What follows belongs to an exercise in optimizing a design on an open flow for small area, a short achievable clock period and few clock cycles per item; a production flow would make more cautious choices.
Only simulation tests tie the RTL to the original design; equivalence was not proved.
No activity file was given, so power comes from the tool's default toggle rates.

File: design/flow/config.mk
export PLATFORM = sky130hd
export DESIGN_NAME = fft_engine
export DESIGN_NICKNAME = fft_engine
export VERILOG_FILES = /design/flow/design.v
export SDC_FILE = /design/flow/constraint.sdc
export NUM_CORES = 4
export LEC_CHECK = 0
export CAP_MARGIN = 20
export CORE_MARGIN = 2
export CORE_UTILIZATION = 40
export SETUP_SLACK_MARGIN = 4
export SLEW_MARGIN = 20
File: design/flow/constraint.sdc
create_clock -name core_clock -period 9.0 [get_ports {i_clk}]
set_input_delay 1.8000 -clock core_clock [delete_from_list [all_inputs] [get_ports {i_clk}]]
set_output_delay 1.8000 -clock core_clock [all_outputs]
set_load 0.01 [all_outputs]
File: design/flow/design.v
module csa #(
    parameter W = 16
) (
    input  logic [W-1:0] i_x,
    input  logic [W-1:0] i_y,
    input  logic [W-1:0] i_z,
    output logic [W-1:0] o_s,
    output logic [W-1:0] o_c
);
logic [W-1:0] maj;
assign o_s = i_x ^ i_y ^ i_z;
assign maj = (i_x & i_y) | (i_x & i_z) | (i_y & i_z);
assign o_c = {maj[W-2:0], 1'b0};
endmodule
module sum3 #(
    parameter W = 16
) (
    input  logic [W-1:0] i_x0,
    input  logic [W-1:0] i_x1,
    input  logic [W-1:0] i_x2,
    output logic [W-1:0] o_sum
);
logic [W-1:0] s0, c0;
csa #(.W(W)) u0 (.i_x(i_x0), .i_y(i_x1), .i_z(i_x2), .o_s(s0), .o_c(c0));
assign o_sum = s0 + c0;
endmodule
module sum4 #(
    parameter W = 16
) (
    input  logic [W-1:0] i_x0,
    input  logic [W-1:0] i_x1,
    input  logic [W-1:0] i_x2,
    input  logic [W-1:0] i_x3,
    output logic [W-1:0] o_sum
);
logic [W-1:0] s0, c0;
csa #(.W(W)) u0 (.i_x(i_x0), .i_y(i_x1), .i_z(i_x2), .o_s(s0), .o_c(c0));
logic [W-1:0] s1, c1;
csa #(.W(W)) u1 (.i_x(i_x3), .i_y(s0), .i_z(c0), .o_s(s1), .o_c(c1));
assign o_sum = s1 + c1;
endmodule
module sum5 #(
    parameter W = 16
) (
    input  logic [W-1:0] i_x0,
    input  logic [W-1:0] i_x1,
    input  logic [W-1:0] i_x2,
    input  logic [W-1:0] i_x3,
    input  logic [W-1:0] i_x4,
    output logic [W-1:0] o_sum
);
logic [W-1:0] s0, c0;
csa #(.W(W)) u0 (.i_x(i_x0), .i_y(i_x1), .i_z(i_x2), .o_s(s0), .o_c(c0));
logic [W-1:0] s1, c1;
csa #(.W(W)) u1 (.i_x(i_x3), .i_y(i_x4), .i_z(s0), .o_s(s1), .o_c(c1));
logic [W-1:0] s2, c2;
csa #(.W(W)) u2 (.i_x(c0), .i_y(s1), .i_z(c1), .o_s(s2), .o_c(c2));
assign o_sum = s2 + c2;
endmodule
module sum6 #(
    parameter W = 16
) (
    input  logic [W-1:0] i_x0,
    input  logic [W-1:0] i_x1,
    input  logic [W-1:0] i_x2,
    input  logic [W-1:0] i_x3,
    input  logic [W-1:0] i_x4,
    input  logic [W-1:0] i_x5,
    output logic [W-1:0] o_sum
);
logic [W-1:0] s0, c0;
csa #(.W(W)) u0 (.i_x(i_x0), .i_y(i_x1), .i_z(i_x2), .o_s(s0), .o_c(c0));
logic [W-1:0] s1, c1;
csa #(.W(W)) u1 (.i_x(i_x3), .i_y(i_x4), .i_z(i_x5), .o_s(s1), .o_c(c1));
logic [W-1:0] s2, c2;
csa #(.W(W)) u2 (.i_x(s0), .i_y(c0), .i_z(s1), .o_s(s2), .o_c(c2));
logic [W-1:0] s3, c3;
csa #(.W(W)) u3 (.i_x(c1), .i_y(s2), .i_z(c2), .o_s(s3), .o_c(c3));
assign o_sum = s3 + c3;
endmodule
module sum7 #(
    parameter W = 16
) (
    input  logic [W-1:0] i_x0,
    input  logic [W-1:0] i_x1,
    input  logic [W-1:0] i_x2,
    input  logic [W-1:0] i_x3,
    input  logic [W-1:0] i_x4,
    input  logic [W-1:0] i_x5,
    input  logic [W-1:0] i_x6,
    output logic [W-1:0] o_sum
);
logic [W-1:0] s0, c0;
csa #(.W(W)) u0 (.i_x(i_x0), .i_y(i_x1), .i_z(i_x2), .o_s(s0), .o_c(c0));
logic [W-1:0] s1, c1;
csa #(.W(W)) u1 (.i_x(i_x3), .i_y(i_x4), .i_z(i_x5), .o_s(s1), .o_c(c1));
logic [W-1:0] s2, c2;
csa #(.W(W)) u2 (.i_x(i_x6), .i_y(s0), .i_z(c0), .o_s(s2), .o_c(c2));
logic [W-1:0] s3, c3;
csa #(.W(W)) u3 (.i_x(s1), .i_y(c1), .i_z(s2), .o_s(s3), .o_c(c3));
logic [W-1:0] s4, c4;
csa #(.W(W)) u4 (.i_x(c2), .i_y(s3), .i_z(c3), .o_s(s4), .o_c(c4));
assign o_sum = s4 + c4;
endmodule
module cs5 #(
    parameter W = 16
) (
    input  logic [W-1:0] i_x0,
    input  logic [W-1:0] i_x1,
    input  logic [W-1:0] i_x2,
    input  logic [W-1:0] i_x3,
    input  logic [W-1:0] i_x4,
    output logic [W-1:0] o_s,
    output logic [W-1:0] o_c
);
logic [W-1:0] s0, c0;
csa #(.W(W)) u0 (.i_x(i_x0), .i_y(i_x1), .i_z(i_x2), .o_s(s0), .o_c(c0));
logic [W-1:0] s1, c1;
csa #(.W(W)) u1 (.i_x(i_x3), .i_y(i_x4), .i_z(s0), .o_s(s1), .o_c(c1));
logic [W-1:0] s2, c2;
csa #(.W(W)) u2 (.i_x(c0), .i_y(s1), .i_z(c1), .o_s(s2), .o_c(c2));
assign o_s = s2;
assign o_c = c2;
endmodule
module cs6 #(
    parameter W = 16
) (
    input  logic [W-1:0] i_x0,
    input  logic [W-1:0] i_x1,
    input  logic [W-1:0] i_x2,
    input  logic [W-1:0] i_x3,
    input  logic [W-1:0] i_x4,
    input  logic [W-1:0] i_x5,
    output logic [W-1:0] o_s,
    output logic [W-1:0] o_c
);
logic [W-1:0] s0, c0;
csa #(.W(W)) u0 (.i_x(i_x0), .i_y(i_x1), .i_z(i_x2), .o_s(s0), .o_c(c0));
logic [W-1:0] s1, c1;
csa #(.W(W)) u1 (.i_x(i_x3), .i_y(i_x4), .i_z(i_x5), .o_s(s1), .o_c(c1));
logic [W-1:0] s2, c2;
csa #(.W(W)) u2 (.i_x(s0), .i_y(c0), .i_z(s1), .o_s(s2), .o_c(c2));
logic [W-1:0] s3, c3;
csa #(.W(W)) u3 (.i_x(c1), .i_y(s2), .i_z(c2), .o_s(s3), .o_c(c3));
assign o_s = s3;
assign o_c = c3;
endmodule
module cs7 #(
    parameter W = 16
) (
    input  logic [W-1:0] i_x0,
    input  logic [W-1:0] i_x1,
    input  logic [W-1:0] i_x2,
    input  logic [W-1:0] i_x3,
    input  logic [W-1:0] i_x4,
    input  logic [W-1:0] i_x5,
    input  logic [W-1:0] i_x6,
    output logic [W-1:0] o_s,
    output logic [W-1:0] o_c
);
logic [W-1:0] s0, c0;
csa #(.W(W)) u0 (.i_x(i_x0), .i_y(i_x1), .i_z(i_x2), .o_s(s0), .o_c(c0));
logic [W-1:0] s1, c1;
csa #(.W(W)) u1 (.i_x(i_x3), .i_y(i_x4), .i_z(i_x5), .o_s(s1), .o_c(c1));
logic [W-1:0] s2, c2;
csa #(.W(W)) u2 (.i_x(i_x6), .i_y(s0), .i_z(c0), .o_s(s2), .o_c(c2));
logic [W-1:0] s3, c3;
csa #(.W(W)) u3 (.i_x(s1), .i_y(c1), .i_z(s2), .o_s(s3), .o_c(c3));
logic [W-1:0] s4, c4;
csa #(.W(W)) u4 (.i_x(c2), .i_y(s3), .i_z(c3), .o_s(s4), .o_c(c4));
assign o_s = s4;
assign o_c = c4;
endmodule
module cs9 #(
    parameter W = 16
) (
    input  logic [W-1:0] i_x0,
    input  logic [W-1:0] i_x1,
    input  logic [W-1:0] i_x2,
    input  logic [W-1:0] i_x3,
    input  logic [W-1:0] i_x4,
    input  logic [W-1:0] i_x5,
    input  logic [W-1:0] i_x6,
    input  logic [W-1:0] i_x7,
    input  logic [W-1:0] i_x8,
    output logic [W-1:0] o_s,
    output logic [W-1:0] o_c
);
logic [W-1:0] s0, c0;
csa #(.W(W)) u0 (.i_x(i_x0), .i_y(i_x1), .i_z(i_x2), .o_s(s0), .o_c(c0));
logic [W-1:0] s1, c1;
csa #(.W(W)) u1 (.i_x(i_x3), .i_y(i_x4), .i_z(i_x5), .o_s(s1), .o_c(c1));
logic [W-1:0] s2, c2;
csa #(.W(W)) u2 (.i_x(i_x6), .i_y(i_x7), .i_z(i_x8), .o_s(s2), .o_c(c2));
logic [W-1:0] s3, c3;
csa #(.W(W)) u3 (.i_x(s0), .i_y(c0), .i_z(s1), .o_s(s3), .o_c(c3));
logic [W-1:0] s4, c4;
csa #(.W(W)) u4 (.i_x(c1), .i_y(s2), .i_z(c2), .o_s(s4), .o_c(c4));
logic [W-1:0] s5, c5;
csa #(.W(W)) u5 (.i_x(s3), .i_y(c3), .i_z(s4), .o_s(s5), .o_c(c5));
logic [W-1:0] s6, c6;
csa #(.W(W)) u6 (.i_x(c4), .i_y(s5), .i_z(c5), .o_s(s6), .o_c(c6));
assign o_s = s6;
assign o_c = c6;
endmodule
module cmul_k23170 (
    input  logic signed [15:0] i_a,
    output logic [15:0] o_h1,
    output logic [15:0] o_h2,
    output logic o_cl
);
wire signed [31:0] A = i_a;
logic [31:0] ps, pc;
logic [15:0] lo;
cs7 #(.W(32)) t (.i_x0(32'(A) << 1), .i_x1(32'(A) << 7), .i_x2(32'(A) << 9), .i_x3(~(32'(A) << 11)), .i_x4(~(32'(A) << 13)), .i_x5(32'(A) << 15), .i_x6(32'd16386), .o_s(ps), .o_c(pc));
assign lo = {1'b0, ps[14:0]} + {1'b0, pc[14:0]};
assign o_h1 = ps[30:15];
assign o_h2 = pc[30:15];
assign o_cl = lo[15];
endmodule
module cmul_k30274 (
    input  logic signed [15:0] i_a,
    output logic [15:0] o_h1,
    output logic [15:0] o_h2,
    output logic o_cl
);
wire signed [31:0] A = i_a;
logic [31:0] ps, pc;
logic [15:0] lo;
cs6 #(.W(32)) t (.i_x0(32'(A) << 1), .i_x1(32'(A) << 6), .i_x2(~(32'(A) << 9)), .i_x3(~(32'(A) << 11)), .i_x4(32'(A) << 15), .i_x5(32'd16386), .o_s(ps), .o_c(pc));
assign lo = {1'b0, ps[14:0]} + {1'b0, pc[14:0]};
assign o_h1 = ps[30:15];
assign o_h2 = pc[30:15];
assign o_cl = lo[15];
endmodule
module cmul_k12540 (
    input  logic signed [15:0] i_a,
    output logic [15:0] o_h1,
    output logic [15:0] o_h2,
    output logic o_cl
);
wire signed [31:0] A = i_a;
logic [31:0] ps, pc;
logic [15:0] lo;
cs5 #(.W(32)) t (.i_x0(~(32'(A) << 2)), .i_x1(32'(A) << 8), .i_x2(~(32'(A) << 12)), .i_x3(32'(A) << 14), .i_x4(32'd16386), .o_s(ps), .o_c(pc));
assign lo = {1'b0, ps[14:0]} + {1'b0, pc[14:0]};
assign o_h1 = ps[30:15];
assign o_h2 = pc[30:15];
assign o_cl = lo[15];
endmodule
module twiddle_lut (
    input  logic [3:0] i_idx,
    output logic signed [15:0] o_c,
    output logic signed [15:0] o_d
);
always_comb begin
    case (i_idx)
        4'd0: begin o_c = 16'h7fff; o_d = 16'h0000; end
        4'd1: begin o_c = 16'h7d8a; o_d = 16'he707; end
        4'd2: begin o_c = 16'h7642; o_d = 16'hcf04; end
        4'd3: begin o_c = 16'h6a6e; o_d = 16'hb8e3; end
        4'd4: begin o_c = 16'h5a82; o_d = 16'ha57e; end
        4'd5: begin o_c = 16'h471d; o_d = 16'h9592; end
        4'd6: begin o_c = 16'h30fc; o_d = 16'h89be; end
        4'd7: begin o_c = 16'h18f9; o_d = 16'h8276; end
        4'd8: begin o_c = 16'h0000; o_d = 16'h8000; end
        4'd9: begin o_c = 16'he707; o_d = 16'h8276; end
        4'd10: begin o_c = 16'hcf04; o_d = 16'h89be; end
        4'd11: begin o_c = 16'hb8e3; o_d = 16'h9592; end
        4'd12: begin o_c = 16'ha57e; o_d = 16'ha57e; end
        4'd13: begin o_c = 16'h9592; o_d = 16'hb8e3; end
        4'd14: begin o_c = 16'h89be; o_d = 16'hcf04; end
        4'd15: begin o_c = 16'h8276; o_d = 16'he707; end
        default: begin o_c = 16'h0000; o_d = 16'h0000; end
    endcase
end
endmodule
module delay_line #(
    parameter N = 1
) (
    input  logic i_clk,
    input  logic i_en,
    input  logic [31:0] i_data,
    output logic [31:0] o_data
);
logic [31:0] r [0:N-1];
always_ff @(posedge i_clk) begin
    if (i_en) begin
        r[0] <= i_data;
        for (int i = 1; i < N; i++) r[i] <= r[i-1];
    end
end
assign o_data = r[N-1];
endmodule
module sdf_stage #(
    parameter D = 1
) (
    input  logic i_clk,
    input  logic i_en,
    input  logic i_second,
    input  logic [31:0] i_x,
    output logic [31:0] o_next,
    output logic [31:0] o_out
);
logic [31:0] head, top, btm, fin;
delay_line #(.N(D)) fifo (
    .i_clk(i_clk),
    .i_en(i_en),
    .i_data(fin),
    .o_data(head)
);
bfly bf (
    .i_e(head),
    .i_m(i_x),
    .o_top(top),
    .o_btm(btm)
);
assign fin = i_second ? btm : i_x;
assign o_next = i_second ? top : head;
always_ff @(posedge i_clk) begin
    if (i_en) o_out <= o_next;
end
endmodule
module booth_cs (
    input  logic i_clk,
    input  logic i_en,
    input  logic signed [15:0] i_a,
    input  logic signed [15:0] i_c,
    output logic [30:0] o_s,
    output logic [30:0] o_c
);
logic [16:0] cc;
logic [30:0] p [0:7];
logic [30:0] n;
logic [30:0] s, c;
always_comb begin
    cc = {i_c, 1'b0};
    n = '0;
    for (int i = 0; i < 8; i++) begin
        logic [2:0] bb;
        logic [16:0] sel;
        logic [16:0] pp;
        logic neg, one, two;
        bb = cc[2*i +: 3];
        neg = bb[2];
        one = bb[1] ^ bb[0];
        two = (bb == 3'b011) || (bb == 3'b100);
        sel = one ? {i_a[15], i_a} : (two ? {i_a, 1'b0} : 17'd0);
        pp = neg ? ~sel : sel;
        p[i] = 31'({~pp[16], pp[15:0]}) << (2*i);
        n[2*i] = neg;
    end
end
cs9 #(.W(31)) t (.i_x0(p[0]), .i_x1(p[1]), .i_x2(p[2]), .i_x3(p[3]), .i_x4(p[4]),
                 .i_x5(p[5]), .i_x6(p[6]), .i_x7(p[7]), .i_x8(n), .o_s(s), .o_c(c));
always_ff @(posedge i_clk) begin
    if (i_en) begin
        o_s <= s;
        o_c <= c;
    end
end
endmodule
module bfly (
    input  logic [31:0] i_e,
    input  logic [31:0] i_m,
    output logic [31:0] o_top,
    output logic [31:0] o_btm
);
logic [15:0] sr, si, dr, di;
always_comb begin
    sr = i_e[31:16] + i_m[31:16] + 16'd1;
    si = i_e[15:0]  + i_m[15:0]  + 16'd1;
    dr = i_e[31:16] - i_m[31:16] + 16'd1;
    di = i_e[15:0]  - i_m[15:0]  + 16'd1;
    o_top = {sr[15], sr[15:1], si[15], si[15:1]};
    o_btm = {dr[15], dr[15:1], di[15], di[15:1]};
end
endmodule
module bitx #(
    parameter I = 1,
    parameter J = 0
) (
    input  logic i_clk,
    input  logic i_en,
    input  logic i_sel,
    input  logic [31:0] i_x,
    output logic [31:0] o_y
);
localparam N = (1 << I) - (1 << J);
logic sel;
logic [31:0] dl_out, dl_in;
assign sel = i_sel;
assign dl_in = sel ? dl_out : i_x;
assign o_y = sel ? i_x : dl_out;
delay_line #(.N(N)) dl (
    .i_clk(i_clk),
    .i_en(i_en),
    .i_data(dl_in),
    .o_data(dl_out)
);
endmodule
module out_perm (
    input  logic i_clk,
    input  logic i_en,
    input  logic [3:0] i_sel,
    input  logic [31:0] i_x,
    output logic [31:0] o_y
);
logic [31:0] y1, y2, y3;
bitx #(.I(1), .J(0)) x1 (.i_clk(i_clk), .i_en(i_en), .i_sel(i_sel[0]), .i_x(i_x), .o_y(y1));
bitx #(.I(2), .J(1)) x2 (.i_clk(i_clk), .i_en(i_en), .i_sel(i_sel[1]), .i_x(y1),  .o_y(y2));
bitx #(.I(3), .J(2)) x3 (.i_clk(i_clk), .i_en(i_en), .i_sel(i_sel[2]), .i_x(y2),  .o_y(y3));
bitx #(.I(4), .J(3)) x4 (.i_clk(i_clk), .i_en(i_en), .i_sel(i_sel[3]), .i_x(y3),  .o_y(o_y));
endmodule
module control #(
    parameter LAT = 58
) (
    input  logic i_clk,
    input  logic i_rst,
    input  logic i_in_valid,
    output logic o_in_ready,
    output logic o_adv,
    output logic [4:0] o_cnt,
    output logic [4:0] o_cnt_next,
    output logic o_out_valid
);
logic v_r;        
logic bmode;      
logic f_cur;      
logic f_1, f_2;   
logic start;
logic v_n, bmode_n, f_cur_n, f_1_n, f_2_n, start_n, ready_n;
assign start = (o_cnt == 5'd0) && !v_r && !bmode && (f_1 || f_2);
assign o_cnt_next = o_cnt + {4'd0, o_adv};
always_comb begin
    v_n = i_in_valid && o_in_ready;
    bmode_n = bmode;
    f_cur_n = f_cur;
    f_1_n = f_1;
    f_2_n = f_2;
    if (o_adv) begin
        if (o_cnt == 5'd0) f_cur_n = v_r;
        if (o_cnt == 5'd31) begin
            f_1_n = f_cur;
            f_2_n = f_1;
            bmode_n = 1'b0;
        end
        else if (start) begin
            bmode_n = 1'b1;
        end
    end
    start_n = (o_cnt_next == 5'd0) && !v_n && !bmode_n && (f_1_n || f_2_n);
    ready_n = !bmode_n && !start_n;
end
always_ff @(posedge i_clk) begin
    if (i_rst) begin
        v_r <= 1'b0;
        bmode <= 1'b0;
        o_cnt <= '0;
        f_cur <= 1'b0;
        f_1 <= 1'b0;
        f_2 <= 1'b0;
        o_out_valid <= 1'b0;
        o_in_ready <= 1'b1;
        o_adv <= 1'b0;
    end
    else begin
        v_r <= v_n;
        bmode <= bmode_n;
        o_cnt <= o_cnt_next;
        f_cur <= f_cur_n;
        f_1 <= f_1_n;
        f_2 <= f_2_n;
        o_in_ready <= ready_n;
        o_adv <= v_n || bmode_n || start_n;
        o_out_valid <= o_adv && ((o_cnt >= 5'(LAT - 32)) ? f_1 : f_2);
    end
end
endmodule
module fft_engine (
    input i_clk,
    input i_rst,
    input i_in_valid,
    output o_in_ready,
    input signed [15:0] i_in_re,
    input signed [15:0] i_in_im,
    output o_out_valid,
    output signed [15:0] o_out_re,
    output signed [15:0] o_out_im
);
function automatic logic [15:0] fw0(input logic signed [15:0] a);
    fw0 = a - {15'd0, (a > 16'sd16384)} + {15'd0, (a <= -16'sd16384)};
endfunction
localparam LAT = 58;
logic adv;
logic [4:0] cnt, cnt_next;
control #(.LAT(LAT)) ctl (
    .i_clk(i_clk),
    .i_rst(i_rst),
    .i_in_valid(i_in_valid),
    .o_in_ready(o_in_ready),
    .o_adv(adv),
    .o_cnt(cnt),
    .o_cnt_next(cnt_next),
    .o_out_valid(o_out_valid)
);
logic [4:0] i1a, i1b, i2a, i2, i3a, i3, i4, ip1, ip2, ip3, ip4;
assign i1a = cnt_next - 5'd17;    
assign i1b = cnt_next - 5'd18;    
assign i2a = cnt_next - 5'd27;    
assign i2  = cnt_next - 5'd29;    
assign i3a = cnt_next - 5'd2;     
assign i3  = cnt_next - 5'd4;     
assign i4  = cnt_next - 5'd6;     
assign ip1 = cnt_next - 5'd11;    
assign ip2 = cnt_next - 5'd12;
assign ip3 = cnt_next - 5'd14;
assign ip4 = cnt_next - 5'd18;
logic d0_sec, d1_sec, d1_g, d1b_sec, d2_sec, d2b_sec, d3_sec, d3b_sec;
logic [1:0] d2_g;
logic [2:0] d3_g;
logic [4:0] j4;
logic [3:0] dp_sel;
always_ff @(posedge i_clk) begin
    d0_sec <= cnt_next[4];
    d1_sec <= i1a[3];
    d1_g <= i1a[4];
    d1b_sec <= i1b[3];
    d2_sec <= i2a[2];
    d2_g <= i2a[4:3];
    d2b_sec <= i2[2];
    d3_sec <= i3a[1];
    d3_g <= i3a[4:2];
    d3b_sec <= i3[1];
    j4 <= i4;
    dp_sel <= {ip4[4] & ~ip4[3], ip3[3] & ~ip3[2], ip2[2] & ~ip2[1], ip1[1] & ~ip1[0]};
end
logic [31:0] data_r, out0;
always_ff @(posedge i_clk)
    data_r <= cnt_next[4] ? {fw0(i_in_re), fw0(i_in_im)} : {i_in_re, i_in_im};
sdf_stage #(.D(16)) st0 (.i_clk(i_clk), .i_en(adv), .i_second(d0_sec), .i_x(data_r), .o_next(), .o_out(out0));
logic [31:0] x1, x1r, out1;
always_comb begin
    if (!d1_sec) x1 = out0;
    else if (!d1_g) x1 = {fw0(out0[31:16]), fw0(out0[15:0])};
    else x1 = {out0[15:0], 16'd0 - out0[31:16]};
end
always_ff @(posedge i_clk) if (adv) x1r <= x1;
sdf_stage #(.D(8)) st1 (.i_clk(i_clk), .i_en(adv), .i_second(d1b_sec), .i_x(x1r), .o_next(), .o_out(out1));
logic [15:0] a2, b2, ka1, ka2, kb1, kb2;
logic kacl, kbcl;
logic [15:0] s2_x1, s2_x2, s2_y1, s2_y2;
logic s2_xc, s2_yc, s2_ea, s2_eb, s2_k, s2_w12;
assign a2 = out1[31:16];
assign b2 = out1[15:0];
cmul_k23170 m2a (.i_a(a2), .o_h1(ka1), .o_h2(ka2), .o_cl(kacl));
cmul_k23170 m2b (.i_a(b2), .o_h1(kb1), .o_h2(kb2), .o_cl(kbcl));
always_ff @(posedge i_clk) begin
    if (adv) begin
        s2_ea <= (a2[13:0] == 14'h2000);
        s2_eb <= (b2[13:0] == 14'h2000);
        s2_k <= d2_sec && d2_g[1];
        s2_w12 <= d2_g[0];
        if (!d2_sec) begin
            s2_x1 <= a2; s2_x2 <= 16'd0; s2_xc <= 1'b0;
            s2_y1 <= b2; s2_y2 <= 16'd0; s2_yc <= 1'b0;
        end
        else begin
            case (d2_g)
                2'd0: begin
                    s2_x1 <= fw0(a2); s2_x2 <= 16'd0; s2_xc <= 1'b0;
                    s2_y1 <= fw0(b2); s2_y2 <= 16'd0; s2_yc <= 1'b0;
                end
                2'd1: begin
                    s2_x1 <= b2; s2_x2 <= 16'd0; s2_xc <= 1'b0;
                    s2_y1 <= 16'd0 - a2; s2_y2 <= 16'd0; s2_yc <= 1'b0;
                end
                default: begin
                    s2_x1 <= ka1; s2_x2 <= ka2; s2_xc <= kacl;
                    s2_y1 <= kb1; s2_y2 <= kb2; s2_yc <= kbcl;
                end
            endcase
        end
    end
end
logic [15:0] rx1p, rx2p, rx1n, rx2n, ry1p, ry2p, ry1n, ry2n;
logic [15:0] o2r1, o2r2, o2r3, o2r4, o2rk, o2i1, o2i2, o2i3, o2i4, o2ik, x2re, x2im;
assign rx1p = s2_x1; assign rx2p = s2_x2; assign rx1n = ~s2_x1; assign rx2n = ~s2_x2;
assign ry1p = s2_y1; assign ry2p = s2_y2; assign ry1n = ~s2_y1; assign ry2n = ~s2_y2;
always_comb begin
    if (!s2_k) begin
        o2r1 = rx1p; o2r2 = rx2p; o2r3 = 16'd0; o2r4 = 16'd0; o2rk = {15'd0, s2_xc};
        o2i1 = 16'd0; o2i2 = 16'd0; o2i3 = ry1p; o2i4 = ry2p; o2ik = {15'd0, s2_yc};
    end
    else if (!s2_w12) begin
        o2r1 = rx1p; o2r2 = rx2p; o2r3 = ry1p; o2r4 = ry2p;
        o2rk = {15'd0, s2_xc} + {15'd0, s2_yc} - {15'd0, s2_eb};
        o2i1 = rx1n; o2i2 = rx2n; o2i3 = ry1p; o2i4 = ry2p;
        o2ik = 16'd2 - {15'd0, s2_xc} + {15'd0, s2_yc} + {15'd0, s2_ea};
    end
    else begin
        o2r1 = rx1n; o2r2 = rx2n; o2r3 = ry1p; o2r4 = ry2p;
        o2rk = 16'd2 - {15'd0, s2_xc} + {15'd0, s2_yc} + {15'd0, s2_ea} - {15'd0, s2_eb};
        o2i1 = rx1n; o2i2 = rx2n; o2i3 = ry1n; o2i4 = ry2n;
        o2ik = 16'd4 - {15'd0, s2_xc} - {15'd0, s2_yc} + {15'd0, s2_ea} + {15'd0, s2_eb};
    end
end
sum5 #(.W(16)) a2re (.i_x0(o2r1), .i_x1(o2r2), .i_x2(o2r3), .i_x3(o2r4), .i_x4(o2rk), .o_sum(x2re));
sum5 #(.W(16)) a2im (.i_x0(o2i1), .i_x1(o2i2), .i_x2(o2i3), .i_x3(o2i4), .i_x4(o2ik), .o_sum(x2im));
logic [31:0] x2r, out2;
always_ff @(posedge i_clk) if (adv) x2r <= {x2re, x2im};
sdf_stage #(.D(4)) st2 (.i_clk(i_clk), .i_en(adv), .i_second(d2b_sec), .i_x(x2r), .o_next(), .o_out(out2));
logic [15:0] a3, b3;
logic [15:0] A1h1, A1h2, A2h1, A2h2, AKh1, AKh2, B1h1, B1h2, B2h1, B2h2, BKh1, BKh2;
logic A1c, A2c, AKc, B1c, B2c, BKc;
logic eA1, eA2, eB1, eB2;
assign a3 = out2[31:16];
assign b3 = out2[15:0];
assign eA1 = (a3[13:0] == 14'h2000);
assign eB1 = (b3[13:0] == 14'h2000);
assign eA2 = (a3[12:0] == 13'h1000);
assign eB2 = (b3[12:0] == 13'h1000);
cmul_k30274 m3a1 (.i_a(a3), .o_h1(A1h1), .o_h2(A1h2), .o_cl(A1c));
cmul_k12540 m3a2 (.i_a(a3), .o_h1(A2h1), .o_h2(A2h2), .o_cl(A2c));
cmul_k23170 m3ak (.i_a(a3), .o_h1(AKh1), .o_h2(AKh2), .o_cl(AKc));
cmul_k30274 m3b1 (.i_a(b3), .o_h1(B1h1), .o_h2(B1h2), .o_cl(B1c));
cmul_k12540 m3b2 (.i_a(b3), .o_h1(B2h1), .o_h2(B2h2), .o_cl(B2c));
cmul_k23170 m3bk (.i_a(b3), .o_h1(BKh1), .o_h2(BKh2), .o_cl(BKc));
logic [15:0] ac1, ac2, ad1, ad2, bc1, bc2, bd1, bd2;
logic acc_, adc, bcc, bdc;
logic e3_ac, e3_ad, e3_bc, e3_bd, n3_c, n3_d;
always_ff @(posedge i_clk) begin
    if (adv) begin
        if (!d3_sec) begin
            ac1 <= a3; ac2 <= 16'd0; acc_ <= 1'b0;
            ad1 <= 16'd0; ad2 <= 16'd0; adc <= 1'b0;
            bc1 <= b3; bc2 <= 16'd0; bcc <= 1'b0;
            bd1 <= 16'd0; bd2 <= 16'd0; bdc <= 1'b0;
            e3_ac <= 1'b0; e3_ad <= 1'b0; e3_bc <= 1'b0; e3_bd <= 1'b0;
            n3_c <= 1'b0; n3_d <= 1'b0;
        end
        else begin
            case (d3_g)
                3'd0: begin  
                    ac1 <= fw0(a3); ac2 <= 16'd0; acc_ <= 1'b0;
                    ad1 <= 16'd0; ad2 <= 16'd0; adc <= 1'b0;
                    bc1 <= fw0(b3); bc2 <= 16'd0; bcc <= 1'b0;
                    bd1 <= 16'd0; bd2 <= 16'd0; bdc <= 1'b0;
                    e3_ac <= 1'b0; e3_ad <= 1'b0; e3_bc <= 1'b0; e3_bd <= 1'b0;
                    n3_c <= 1'b0; n3_d <= 1'b0;
                end
                3'd1: begin  
                    ac1 <= 16'd0; ac2 <= 16'd0; acc_ <= 1'b0;
                    ad1 <= a3; ad2 <= 16'd0; adc <= 1'b0;
                    bc1 <= 16'd0; bc2 <= 16'd0; bcc <= 1'b0;
                    bd1 <= b3; bd2 <= 16'd0; bdc <= 1'b0;
                    e3_ac <= 1'b0; e3_ad <= 1'b0; e3_bc <= 1'b0; e3_bd <= 1'b0;
                    n3_c <= 1'b0; n3_d <= 1'b1;
                end
                3'd2, 3'd3: begin  
                    ac1 <= AKh1; ac2 <= AKh2; acc_ <= AKc;
                    ad1 <= AKh1; ad2 <= AKh2; adc <= AKc;
                    bc1 <= BKh1; bc2 <= BKh2; bcc <= BKc;
                    bd1 <= BKh1; bd2 <= BKh2; bdc <= BKc;
                    e3_ac <= eA1; e3_ad <= eA1; e3_bc <= eB1; e3_bd <= eB1;
                    n3_c <= d3_g[0]; n3_d <= 1'b1;
                end
                3'd4, 3'd7: begin  
                    ac1 <= A1h1; ac2 <= A1h2; acc_ <= A1c;
                    ad1 <= A2h1; ad2 <= A2h2; adc <= A2c;
                    bc1 <= B1h1; bc2 <= B1h2; bcc <= B1c;
                    bd1 <= B2h1; bd2 <= B2h2; bdc <= B2c;
                    e3_ac <= eA1; e3_ad <= eA2; e3_bc <= eB1; e3_bd <= eB2;
                    n3_c <= d3_g[0]; n3_d <= 1'b1;
                end
                default: begin  
                    ac1 <= A2h1; ac2 <= A2h2; acc_ <= A2c;
                    ad1 <= A1h1; ad2 <= A1h2; adc <= A1c;
                    bc1 <= B2h1; bc2 <= B2h2; bcc <= B2c;
                    bd1 <= B1h1; bd2 <= B1h2; bdc <= B1c;
                    e3_ac <= eA2; e3_ad <= eA1; e3_bc <= eB2; e3_bd <= eB1;
                    n3_c <= d3_g[0]; n3_d <= 1'b1;
                end
            endcase
        end
    end
end
logic [15:0] x3re, x3im, k3re, k3im;
always_comb begin
    k3re = (n3_c ? 16'd2 - {15'd0, acc_} + {15'd0, e3_ac} : {15'd0, acc_})
         + (n3_d ? {15'd0, bdc} - {15'd0, e3_bd} : 16'd2 - {15'd0, bdc});
    k3im = (n3_d ? 16'd2 - {15'd0, adc} + {15'd0, e3_ad} : {15'd0, adc})
         + (n3_c ? 16'd2 - {15'd0, bcc} + {15'd0, e3_bc} : {15'd0, bcc});
end
sum5 #(.W(16)) a3re (.i_x0(n3_c ? ~ac1 : ac1), .i_x1(n3_c ? ~ac2 : ac2),
                     .i_x2(n3_d ? bd1 : ~bd1), .i_x3(n3_d ? bd2 : ~bd2), .i_x4(k3re), .o_sum(x3re));
sum5 #(.W(16)) a3im (.i_x0(n3_d ? ~ad1 : ad1), .i_x1(n3_d ? ~ad2 : ad2),
                     .i_x2(n3_c ? ~bc1 : bc1), .i_x3(n3_c ? ~bc2 : bc2), .i_x4(k3im), .o_sum(x3im));
logic [31:0] x3r;
always_ff @(posedge i_clk) if (adv) x3r <= {x3re, x3im};
logic [31:0] n3;
sdf_stage #(.D(2)) st3 (.i_clk(i_clk), .i_en(adv), .i_second(d3b_sec), .i_x(x3r), .o_next(n3), .o_out());
localparam logic [30:0] CK = 31'(32'd16384 - (32'h10000 * 32'h5555));
localparam logic [30:0] CKN = 31'(32'h8001 - (32'd16384 - (32'h10000 * 32'h5555)));
logic [4:0] j4g;
logic [15:0] tw_c, tw_d;
logic [31:0] h4, e4, e4b, e4c, m4, b4;
logic [15:0] coef_r, T1, T3;
logic pA, pB;
logic [31:0] top4, btm4, x4;
logic [30:0] sa, ca, sb, cb, pa, pb, smr, smi;
assign j4g = j4[0] ? j4 : (j4 - 5'd1);
twiddle_lut lut4 (.i_idx({j4g[1], j4g[2], j4g[3], j4g[4]}), .o_c(tw_c), .o_d(tw_d));
booth_cs mul4a (.i_clk(i_clk), .i_en(adv), .i_a(h4[31:16]), .i_c(coef_r), .o_s(sa), .o_c(ca));
booth_cs mul4b (.i_clk(i_clk), .i_en(adv), .i_a(h4[15:0]),  .i_c(coef_r), .o_s(sb), .o_c(cb));
sum3 #(.W(31)) pta (.i_x0(sa), .i_x1(ca), .i_x2(CK), .o_sum(pa));
sum3 #(.W(31)) ptb (.i_x0(sb), .i_x1(cb), .i_x2(CK), .o_sum(pb));
sum4 #(.W(31)) pmr (.i_x0({T1, 15'd0}), .i_x1(~sb), .i_x2(~cb), .i_x3(CKN), .o_sum(smr));
sum4 #(.W(31)) pmi (.i_x0({T3, 15'd0}), .i_x1(sa), .i_x2(ca), .i_x3(CK), .o_sum(smi));
bfly bf4 (.i_e(e4c), .i_m(m4), .o_top(top4), .o_btm(btm4));
always_ff @(posedge i_clk) begin
    if (adv) begin
        coef_r <= j4[0] ? tw_c : tw_d;
        pA <= j4[0];
        pB <= pA;
        if (j4[0]) begin
            h4 <= n3;
            b4 <= btm4;
        end
        else begin
            e4 <= n3;
            e4b <= e4;
            e4c <= e4b;
        end
        if (pB) begin
            T1 <= pa[30:15];
            T3 <= pb[30:15];
        end
        else begin
            m4 <= {smr[30:15], smi[30:15]};
        end
    end
end
assign x4 = j4[0] ? top4 : b4;
logic [31:0] y;
out_perm perm (.i_clk(i_clk), .i_en(adv), .i_sel(dp_sel), .i_x(x4), .o_y(y));
logic [31:0] out_r;
always_ff @(posedge i_clk) out_r <= y;
assign o_out_re = out_r[31:16];
assign o_out_im = out_r[15:0];
endmodule
File: design/flow/run.sh
#!/bin/bash
# synth_recipe.tcl (not shown) runs the flow's synth.tcl, then flattens the netlist and writes it again
# the make line also repeats each setting of config.mk as NAME=value (left out here)
make -C /OpenROAD-flow-scripts/flow DESIGN_CONFIG=/design/flow/config.mk WORK_HOME=/design/flow/orfs CLKGATE_MAP_FILE= SYNTH_SCRIPT=/design/flow/synth_recipe.tcl finish
==> results.txt <==
-- synth_stat cells, drive strengths merged, types with 98 or more instances --
master  number  area share, %
a22oi      253            1.3
a21oi      660            2.3
nand2      552            1.4
nand2b     107           0.47
a31oi       98           0.43
edfxtp    2192             46
inv       1718            4.5
clkbuf     332           0.87
nor2b      143           0.62
nor2       733            1.9
fa         772             11
o21ai      583            2.0
ha        1491             13
nand3      133           0.46
xor2       172            1.0
xnor2      755            4.6
-- layout by cell type (no fill, tap or decap), types with 327 or more instances in the layout --
cell,n
ha_1,1471
edfxtp_1,2192
nand2_1,544
buf_4,327
xnor2_1,748
a21oi_1,624
fa_1,761
o21ai_0,549
nor2_1,719
inv_1,1663
-- cells by family (layout without fill, tap and decap cells) --
family	after synthesis	in the layout	synth area share (%)
XOR/XNOR	927	927	5.65
flip-flops	2289	2289	47.2
other	0	1	0
AND/OR/NAND/NOR	2062	2065	6.62
multiplexers	186	186	1.38
AO/OA/AOI/OAI	2273	2273	9.87
buffers and inverters	2131	2591	5.57
adder cells (fa/ha/maj)	2263	2263	23.7
-- state kept, by name (all words and copies together) (netlist names), 29 cells and up --
name          flops
b4               30
data_r           32
e4               32
e4b              32
e4c              32
h4               32
m4               32
mul4a.o_s        29
mul4b.o_s        31
out_r            32
perm.x1.dl.r     30
perm.x2.dl.r     64
perm.x3.dl.r    128
perm.x4.dl.r    256
st0.fifo.r      512
st0.o_out        32
st1.fifo.r      256
st1.o_out        32
st2.fifo.r      128
st2.o_out        32
st3.fifo.r       64
x1r              32
x2r              32
x3r              32
-- metal layers --
layer  global-route usage, %  routed length (microns)  share of wire [%]
met3                    2.04                    15200                4.4
met4                    7.50                    15000                4.3
met5                       0                       25             0.0072
met1                    23.9                   147000                 43
met2                    32.0                   168000                 49
-- final timing paths --
check / from / to / slack, ps / cells after the start
hold reg to reg: perm.x2.dl.r[0][13]$_DFFE_PP_ / perm.x2.dl.r[1][13]$_DFFE_PP_ / 340 / 0
hold / removal: perm.x2.dl.r[0][13]$_DFFE_PP_ / perm.x2.dl.r[1][13]$_DFFE_PP_ / 340 / 0
setup reg to reg: s2_yc$_SDFFCE_PP0P_ / x2r[30]$_DFFE_PP_ / 3950 / 23
setup / recovery: s2_yc$_SDFFCE_PP0P_ / x2r[30]$_DFFE_PP_ / 3950 / 23
-- stage by stage --
step | hold WS (ps) | utilization (%) | worst slack [ps] | total power, uW | cell area [sq um]
floorplan | 400 | - | -8420 | 33400 | 144000
global placement | 400 | 41.9 | 2620 | 40500 | 150000
detailed placement | 405 | 41.9 | 2670 | 40800 | 150000
CTS | 339 | 44.5 | 3850 | 51800 | 159000
global route | 357 | 44.9 | 3780 | 56200 | 161000
finish | 342 | 44.9 | 3950 | 51900 | 161000
-- what timing repair did --
| action | 4_1_cts | 5_1_grt |
|---|---|---|
| gates resized for setup | 101 | 134 |
| setup endpoints to repair | 102 | 78 |
| gates cloned | 4 | 6 |
| buffers inserted | 59 | 151 |
| hold buffers | 0 | 0 |
| pin swaps | 46 | 90 |
-- report_power, final --
part / switching, uW / total, uW / leakage [uW] / internal, uW
registers: 825 / 15300 / 0.0214 / 14500
logic: 15400 / 26400 / 0.0401 / 11100
clock network: 4300 / 10200 / 0.00393 / 5870
-- layout make-up --
cell class,count,area share (%)
Inverter,1722,4.08
Multi-Input combinational cell,7714,42.7
Sequential cell,2289,42.1
Tap cell,4773,3.71
Clock inverter,149,1.14
Timing Repair Buffer,427,2.32
Clock buffer,293,3.93
Antenna cell,1,0.00155
==> impl_metrics.csv <==
group,metric,value,unit
finish,fin_nets,14690,
routing,firstDrtPassIters,8,
floorplan,die_area,364000,sq um
critical_path,timing.setup.critical_path_class,"reg -> reg",
finish,layout-drive-gt1-share,8.94,%
critical_path,critPathMaxFanout,2,
floorplan,num_io_pins,69,
critical_path,worstPathCellList,"inv_2, buf_6, fa_2, ha_4, ha_4, ha_4, o21ai_2, nand2_2, fa_1, fa_1, inv_2, ha_4, fa_2, a21o_1, a21oi_2, o21bai_1, a21oi_2, o21ai_1, and2_4, nor3_4, nor2_2, o41ai_2, xnor2_1",
finish,area.sequential,67800,sq um
global_route,grt_max_degree,208,
clocking,ctsLongestPathBuffers,4,
sta,fin_crit,5050,ps
clocking,cts.reportedPaths.clkPinSlew,70,ps
synth,postSynthCellCount,12131,
synth,synthesis.yosys.warnings,21,
critical_path,cpPeakStageDelay,510,ps
synth,synth.yosys.seq_area_share,47.2,%
clocking,tritoncts,"yes",
floorplan,die_h,603,microns
worst_hold_path,hp-class,"reg -> reg",
routing,routed_via_count,88901,
critical_path,cp_common_cell,"ha_4",
critical_path,worst-path-buf-inv,3,
global_route,global_route_wire_length_before_repair,524,mm
critical_path,critPathRequiredTime,9630,ps
routing,vias_per_cell,5.12,
sta,fmax,198,MHz
sta,final-setup-viol-count,0,
finish,flow.area_growth_from_synthesis,12.1,%
critical_path,cp_slowest_cell,"fa_1",
sta,relSlewSlack,23.7,%
critical_path,path_delay_family,"adder cells",
synth,synth_area,144000,sq um
routing,drc,0,
power,static-leakage-power,0.0654,uW
sta,fin_skew,107,ps
placement,post-place-cells,16705,
global_route,groute.usage.overall,18.6,%
synth,synth_fp_nets,14429,
routing,first_iter_violations,6789,
critical_path,worst_ep_arrival_time,5680,ps
power,power-per-cell-area,322,nW/um^2
run,max_cap_violations,0,
sta,timing.setup.tns,0,ps
clocking,htree_levels,4,
routing,route.detailed.wl_per_inst,19.9,microns
routing,routed_wirelength,345,mm
synth,synth-seq-cells,2289,
sta,layout_worst_path_cycle_share,56.2,%
finish,fill_cells,32774,
synth,synth.lib_cells_used.distinct,87,
synth,edff_count_synth,2192,
finish,area_taken_by_multi_input_logic_gates,68800,sq um
floorplan,core.rowCount,220,
critical_path,end_kind,"register",
floorplan,effective_utilization_at_floorplan,40.1,%
synth,async_sr_flop_fraction,0,%
clocking,cts_buffers,238,
floorplan,core_region_area,358000,sq um
clocking,tritoncts_num_sinks,2289,
placement,routabilityCongestion,0.899,
status,status,"no timing/DRC/antenna violations",
placement,buffer_ports.inserted,68,
clocking,clock_latency,960,ps
global_route,grt_pass1_vias,87493,
synth,synth.avg_cell_area,11.8,sq um
sta,finalHoldViolations,0,
synth,ys_dominant_reg_cell,"edfxtp_1",
sta,worst_slew_pin_slew,1130,ps
global_route,grt_remaining_overflow,0,
global_route,antenna_found_initial,11,
floorplan,die_x_extent,603,microns
routing,number_of_nets_still_failing_antenna_checks_after_routing,0,
sta,setup_repair_after_global_routing_missed_its_margin,"yes",
critical_path,cp-start-kind,"register",
power,ir_drop,552,uV
placement,hpwl,248,mm
sta,timing.final.max_slew_violations,0,
clocking,cts.root.buffer_cell,"clkbuf_16",
finish,layout.cells.non_filler,17368,
Testbench counts, summed over its fixed seeds: cycles 6,624, frames 192.

## port drivers added, routing unchanged
In the flow no input, the clock included, has a driving cell. The finished layout below was timed again as built, in two steps. Step 1, drivers: a clkbuf_16 drives i_clk and a buf_2 each remaining input, both assumed. Step 2 moves the port delays by t, midway between the first and last clock arrival at a register: inputs arrive t later, outputs are due t later. That takes back most of the time a late clock gives input paths. Three values: ideal, step 1, step 2; two values: the first two.
shift t [ns]: 1.014
slack for setup (ns): 3.945 / 3.945 / 3.203
slew at the worst register clock pin (ns): 0.07 / 0.07
After both steps this run still meets setup and hold. The setup slack of this run moves by 0.000 ns with the drivers and by -0.742 ns with both steps.
